Background: an optimization exercise with open tools, aiming at small area, a short achievable clock period and few clock cycles per item. Do not read the settings as production practice. At most, simulation tests tie the RTL to the original design; equivalence was not proved. Power is estimated from default activity; no workload was simulated.

==> run Z <==
Design MedianFilter, start of the top module:
module MedianFilter(
    input reset,
    input enable,
    input CLK,
    input Nxt_block_sig,
    input [7:0]height,
    input [7:0]width,
    input [8:0]data,
    output [8:0]data_out,
    output [15:0]index,
    output [7:0]addr_x0,
    output [7:0]addr_y0,
    output [7:0]gdata,
    output Gvector_sig,
    output reg swmv
    );
Settings: LEC_CHECK=0, CAP_MARGIN=20, CORE_MARGIN=2, CORE_UTILIZATION=40, PLACE_DENSITY=0.6, SLEW_MARGIN=20; clock period 11.0 ns.
standard.sh (not shown) runs the stock make flow with config.mk's settings and CLKGATE_MAP_FILE= SYNTH_SCRIPT=/design/flow/synth_recipe.tcl, a recipe that flattens the netlist after the stock synthesis.
==> flow/flow/run.sh <==
#!/bin/bash
set -euo pipefail
bash standard.sh "BUFFER_PORTS_ARGS=-buffer_cell sky130_fd_sc_hd__buf_4" SETUP_SLACK_MARGIN=7.4 finish > standard_flow.log 2>&1
==> run G (differences from run Z) <==
--- a/flow/design.v
+++ b/flow/design.v
@@ -35,11 +35,10 @@
 reg        t1, td;      
 reg        eu;          
 reg        needx;       
 reg [7:0]  s0, s1, s2, s3;
 reg [3:0]  m;
-reg [7:0]  wr, wm1, hm1;    
 reg [7:0]  blo;         
 reg        bneg, bcin;  
 assign index       = ix;
 assign addr_x0     = ox;
 assign addr_y0     = oy;
@@ -86,10 +85,12 @@
     dec8 = a ^ c;
   end
 endfunction
 wire [7:0] oxi = inc8(ox);
 wire [7:0] oyi = inc8(oy);
+wire [7:0] wr  = width;
+wire [7:0] wm1 = dec8(width);
 wire xl_a = xl ? w1 : xla;
 wire yf_a = xl ? 1'b0 : yf;
 wire yl_a = xl ? yla : yl;
 wire pres  = Gv;    
 wire isnul = (st == NUL);
@@ -135,14 +136,13 @@
     SPF2: slot_op = 5'b00011;    
     SFIN: slot_op = 5'b00000;    
     default: slot_op = 5'b00001;  
   endcase
 endfunction
-wire [3:0] nsq_e = next_slot(eu ? SD : SU, hxf, hxl, hyf, hyl, hnx);
-wire [3:0] nsq_n = next_slot(nsq, xf, xl, yf, yl, needx);
-wire [4:0] op_e  = slot_op(nsq_e);
-wire [4:0] op_n  = slot_op(nsq_n);
+wire [3:0] nsq_x = next_slot(isnul ? nsq : (eu ? SD : SU), hxf, hxl, hyf, hyl,
+                             isnul ? needx : hnx);
+wire [4:0] op_s  = slot_op(nsq_x);
 wire [7:0] nhi  = na[15:8];
 wire [7:0] nhii = inc8(nhi);
 wire [7:0] nhid = dec8(nhi);
 wire [8:0]  mlo   = add8(na[7:0], blo, bcin);
 wire [7:0]  mhi   = bneg ? (mlo[8] ? nhi : nhid) : (mlo[8] ? nhii : nhi);
@@ -156,19 +156,19 @@
 end
 wire [8:0]  slo  = add8(na[7:0], {6'd0, sk}, 1'b0);
 wire [15:0] astr = {slo[8] ? nhii : nhi, slo[7:0]};
 wire [7:0]  ilo = inc8(na[7:0]);
 wire [15:0] nai = {(&na[7:0]) ? nhii : nhi, ilo};
-reg  [3:0] zh;    
+wire hp = ~hxf;   
+reg  [3:0] z;     
 always @(*)
-  case ({hyf, hyl})
-    2'b11:   zh = 4'd6 + {3'd0, hxf} + {3'd0, hxl};
+  case ({yf, yl})
+    2'b11:   z = 4'd6 + {3'd0, xf} + {3'd0, xl};
     2'b10,
-    2'b01:   zh = 4'd3 + {2'd0, hxf, 1'b0} + {2'd0, hxl, 1'b0} - {3'd0, hxf & hxl};
-    default: zh = {2'd0, hxf, hxf} + {2'd0, hxl, hxl} - {3'd0, hxf & hxl};
+    2'b01:   z = 4'd3 + {2'd0, xf, 1'b0} + {2'd0, xl, 1'b0};
+    default: z = {2'd0, xf, xf} + {2'd0, xl, xl};
   endcase
-wire hp = ~hxf;   
 wire [7:0] iv  = dreg[7:0];
 wire       ivp = dv & ~dreg[8];
 wire lt0 = ivp & (iv < s0);
 wire lt1 = ivp & (iv < s1);
 wire lt2 = ivp & (iv < s2);
@@ -176,13 +176,16 @@
 wire [7:0] n0 = lt0 ? iv : s0;
 wire [7:0] n1 = lt1 ? (lt0 ? s0 : iv) : s1;
 wire [7:0] n2 = lt2 ? (lt1 ? s1 : iv) : s2;
 wire [7:0] n3 = lt3 ? (lt2 ? s2 : iv) : s3;
 wire [3:0] nm = m + {3'd0, ivp};
-wire [3:0] mm1 = m - 4'd1;
-wire [1:0] jj  = ivp ? m[2:1] : mm1[2:1];
-wire       mz  = ~ivp & (m == 4'd0);
+wire [3:0] k0  = (z + m + 4'd1) >> 1;
+wire [3:0] k1  = (z + m + 4'd2) >> 1;
+wire [3:0] j0  = k0 - z - 4'd1;
+wire [3:0] j1  = k1 - z - 4'd1;
+wire [1:0] jj  = ivp ? j1[1:0] : j0[1:0];
+wire       mz  = ivp ? (k1 <= z) : (k0 <= z);
 reg  [7:0] med;
 always @(*) begin
   if (mz) med = 8'd0;
   else
     case (jj)
@@ -204,24 +207,25 @@
 wire take_r = !last && (mav || md == MC) && !dreg[8];
 wire erl_p = ispend && (pc == 2'd1);
 wire erl_r = !last && ((mav && !dreg[8]) || md == MB);
 wire upl_o = take_p | fin;
 wire upl_r = !last && md == MA && !dreg[8];
-wire [4:0] op_a = ent_r ? op_e : (erl_r & d8) ? OP_D : (upl_r & ~d8) ? OP_UP : OP_U;
-wire [4:0] op_o = ent_p ? op_e : (isnul & ~fin) ? op_n : (erl_p & d8) ? OP_D :
-                  (upl_o & ~d8) ? OP_UP : OP_U;
-wire [4:0] op_x = pres ? (ack ? op_a : OP_U) : op_o;
-wire [15:0] ix_a = last ? 16'd0 : (ent_r | (erl_r & d8)) ? amain : astr;
-reg  [15:0] ix_o;
-always @(*) begin
-  case (st)
-    IDLE:    ix_o = (enable && !reset) ? 16'd1 : 16'd0;
-    NUL:     ix_o = amain;
-    default: ix_o = (ent_p | (erl_p & d8)) ? amain : astr;
-  endcase
-end
-wire [15:0] ix_x = pres ? (ack ? ix_a : na) : ix_o;
+wire s_am, s_na, s_as, s_one, s_os, s_d, s_up;
+late_sel u_sel (.ack(ack), .d8(d8), .pres(pres),
+  .ent_r(ent_r), .erl_r(erl_r), .upl_r(upl_r), .last(last),
+  .slot_o(ent_p | (isnul & ~fin)), .am_o(isnul | ent_p), .erl_p(erl_p), .upl_o(upl_o),
+  .one_o((st == IDLE) & enable & ~reset), .idle(st == IDLE),
+  .s_am(s_am), .s_na(s_na), .s_as(s_as), .s_one(s_one),
+  .s_os(s_os), .s_d(s_d), .s_up(s_up));
+wire [7:0] blo_s = op_s[3] ? ((op_s[2] ? wm1 : wr) ^ {8{op_s[4]}}) : {7'd0, op_s[1]};
+wire       s_u   = ~s_os & ~s_d & ~s_up;
+wire [7:0] blo_x = ({8{s_os}} & blo_s) | ({8{s_d}} & wr) | ({8{s_up}} & ~wm1) |
+                   ({8{s_u}} & ~wr);
+wire       bneg_x = (s_os & op_s[4]) | s_up | s_u;
+wire       bcin_x = (s_os & op_s[0]) | s_up | s_u;
+wire [15:0] ix_x = ({16{s_am}} & amain) | ({16{s_na}} & na) | ({16{s_as}} & astr) |
+                   {15'd0, s_one};
 always @(posedge CLK or posedge reset) begin
   if (reset) begin
     st <= IDLE; Gv <= 1'b0; swmv <= 1'b0;
   end else if (pres) begin
     swmv <= 1'b0;
@@ -243,13 +247,13 @@
       default: ;
     endcase
   end
 end
 always @(posedge CLK) begin
-  bneg <= op_x[4];
-  blo  <= op_x[3] ? ((op_x[2] ? wm1 : wr) ^ {8{op_x[4]}}) : {7'd0, op_x[1]};
-  bcin <= op_x[0];
+  bneg <= bneg_x;
+  blo  <= blo_x;
+  bcin <= bcin_x;
   ix   <= ix_x;
   dreg <= data;
   if (pres) begin
     dv    <= ack ? (ent_r ? ~xl_a & ~hnx : td) : td;
     td    <= ack ? ((ent_r & eu) ? ~yf_a : t1) : t1;
@@ -262,28 +266,28 @@
     eu    <= erl_p & d8;
   end
   if (isnul) begin
     s0 <= n0; s1 <= n1; s2 <= n2; s3 <= n3; m <= nm;
   end else begin
-    s0 <= (zh > 4'd0) ? 8'h00 : (hp && zh == 4'd0) ? gd : 8'hFF;
-    s1 <= (zh > 4'd1) ? 8'h00 : (hp && zh == 4'd1) ? gd : 8'hFF;
-    s2 <= (zh > 4'd2) ? 8'h00 : (hp && zh == 4'd2) ? gd : 8'hFF;
-    s3 <= (zh > 4'd3) ? 8'h00 : (hp && zh == 4'd3) ? gd : 8'hFF;
-    m  <= zh + {3'd0, hp};
+    s0 <= hp ? gd : 8'hFF;
+    s1 <= 8'hFF;
+    s2 <= 8'hFF;
+    s3 <= 8'hFF;
+    m  <= {3'd0, hp};
   end
   if (pres) begin
     if (ack) begin
       if (!last) begin
         ox <= xl ? 8'd1 : oxi;
         if (xl) oy <= oyi;
         xf <= xl; xl <= xl_a; yf <= yf_a; yl <= yl_a;
-        xla <= xl ? (wm1 == 8'd1) : (oxi == wm1);
-        if (xl) yla <= (oyi == hm1);
+        xla <= xl ? (width == 8'd2) : (oxi == wm1);
+        if (xl) yla <= (inc8(oyi) == height);
       end
       if (ent_r) begin
         needx <= hnx;
-        nsq <= nsq_e;
+        nsq <= nsq_x;
       end
       if (take_r) begin
         gd <= dreg[7:0]; na <= nai;
       end
       case (md)
@@ -301,28 +305,43 @@
       IDLE: begin
         ox <= 8'd1; oy <= 8'd1; na <= 16'd0;
         xf <= 1'b1; yf <= 1'b1;
         xl <= (width == 8'd1); yl <= (height == 8'd1);
         w1 <= (width == 8'd1); xla <= (width == 8'd2); yla <= (height == 8'd2);
-        wr <= width; wm1 <= width - 8'd1; hm1 <= height - 8'd1;
         pc <= 2'd1;
       end
       PEND: begin
         if (pc != 2'd2) pc <= pc + 2'd1;
         if (take_p) begin
           md <= MA; gd <= dreg[7:0]; na <= nai;
         end
         if (ent_p) begin
           needx <= 1'b0;
-          nsq <= nsq_e;
+          nsq <= nsq_x;
         end
       end
       NUL: begin
-        nsq <= nsq_n;
+        nsq <= nsq_x;
         if (fin) begin
           md <= MP; gd <= med; na <= nai;
         end
       end
       default: ;
     endcase
 end
 endmodule
+module late_sel (
+    input  ack, d8, pres,
+    input  ent_r, erl_r, upl_r, last,         
+    input  slot_o, am_o, erl_p, upl_o, one_o, idle,    
+    output s_am, s_na, s_as, s_one, s_os, s_d, s_up
+    );
+wire a = pres & ack;
+wire o = ~pres;
+assign s_am  = (a & (ent_r | (erl_r & d8))) | (o & (am_o | (erl_p & d8)));
+assign s_na  = pres & ~ack;
+assign s_one = o & one_o;
+assign s_as  = (a & ~last & ~s_am) | (o & ~idle & ~s_am);
+assign s_os  = (a & ent_r) | (o & slot_o);
+assign s_d   = (a & ~ent_r & erl_r & d8) | (o & ~slot_o & erl_p & d8);
+assign s_up  = (a & ~ent_r & upl_r & ~d8) | (o & ~slot_o & upl_o & ~d8);
+endmodule
- CORE_UTILIZATION: 40 -> 60
- CTS_CLUSTER_DIAMETER: default -> 100
- CTS_CLUSTER_SIZE: default -> 40
- PLACE_DENSITY: 0.6 -> 0.7
- SYNTH_HIERARCHICAL: default -> 1
- SYNTH_MINIMUM_KEEP_SIZE: default -> 0
==> run summary <==
Run G completed with no timing, DRC or antenna violations. Run Z completed without violations.
Sequential cell count: run Z is higher than run G (24).
Of run G and run Z, run Z has the higher clock skew (gap 0.0061 ns).
Routed wire length: run G is lower than run Z (about 9%).
Register-to-register slack: run Z is higher than run G (0.65 ns).
Between run Z and run G, the lower final cell count is in run G (gap about 8%, measured against run G).
==> figures <==
                                                                            run Z            run G
Yosys reg bits                                                                160              136
Sequential share of cell area                                              32.41%           27.68%
Endpoint of the most critical setup path                        blo[3]$_SDFF_PN0_  gd[6]$_DFFE_PP_
Run status                                       no timing/DRC/antenna violations  no timing/DRC/antenna violations
Minimum clock period                                                     3.506 ns         3.988 ns
Placed Instances                                                             1579             1447
Share of power burned in registers                                          31.7%            22.5%
Sequential element share of the synthesized area                           36.91%           32.32%
Inverters, non-clock                                                           81               83
Share of the cycle needed by the critical path after routing               31.87%           36.26%
Critical R2R Launch                                           md[2]$_SDFFCE_PN0P_     xl$_DFFE_PP_
Testbench counts of run Z, summed over its fixed seeds: cycles 13,979, blocks 5,411.
No functional check of the RTL was part of run G.

==> port drivers added, routing unchanged <==
The results above use ideal ports. As a check the final layouts listed here were re-extracted and re-timed, cells and wires unchanged. Step 1 sets driving cells, clkbuf_16 on the clock port and buf_2 on the other inputs (assumed; they add their load-dependent delay and slew). Step 2 adds t to the input delays and takes it off the output delays; t is the mean of the earliest and latest rising clock arrival at the registers after step 1. Input paths then give back, and output paths get back, about the clock's delay inside the block. a / b / c = no drivers / after step 1 / after step 2; a / b = the first two.
run	t, ns	setup slack, ns	latest minus earliest clock arrival (ns)	worst slew at a driven data input, ns	cell pins on the clock port's net
run Z	0.493	7.494 / 7.472 / 6.979	0.016 / 0.016	0.07	1
run G	0.474	7.012 / 7.012 / 7.012	0.010 / 0.010	0.04	1
After both steps setup and hold are still met in every run listed. The setup slack of run Z, which loses most, moves by -0.022 ns with the drivers and by -0.515 ns with both steps.
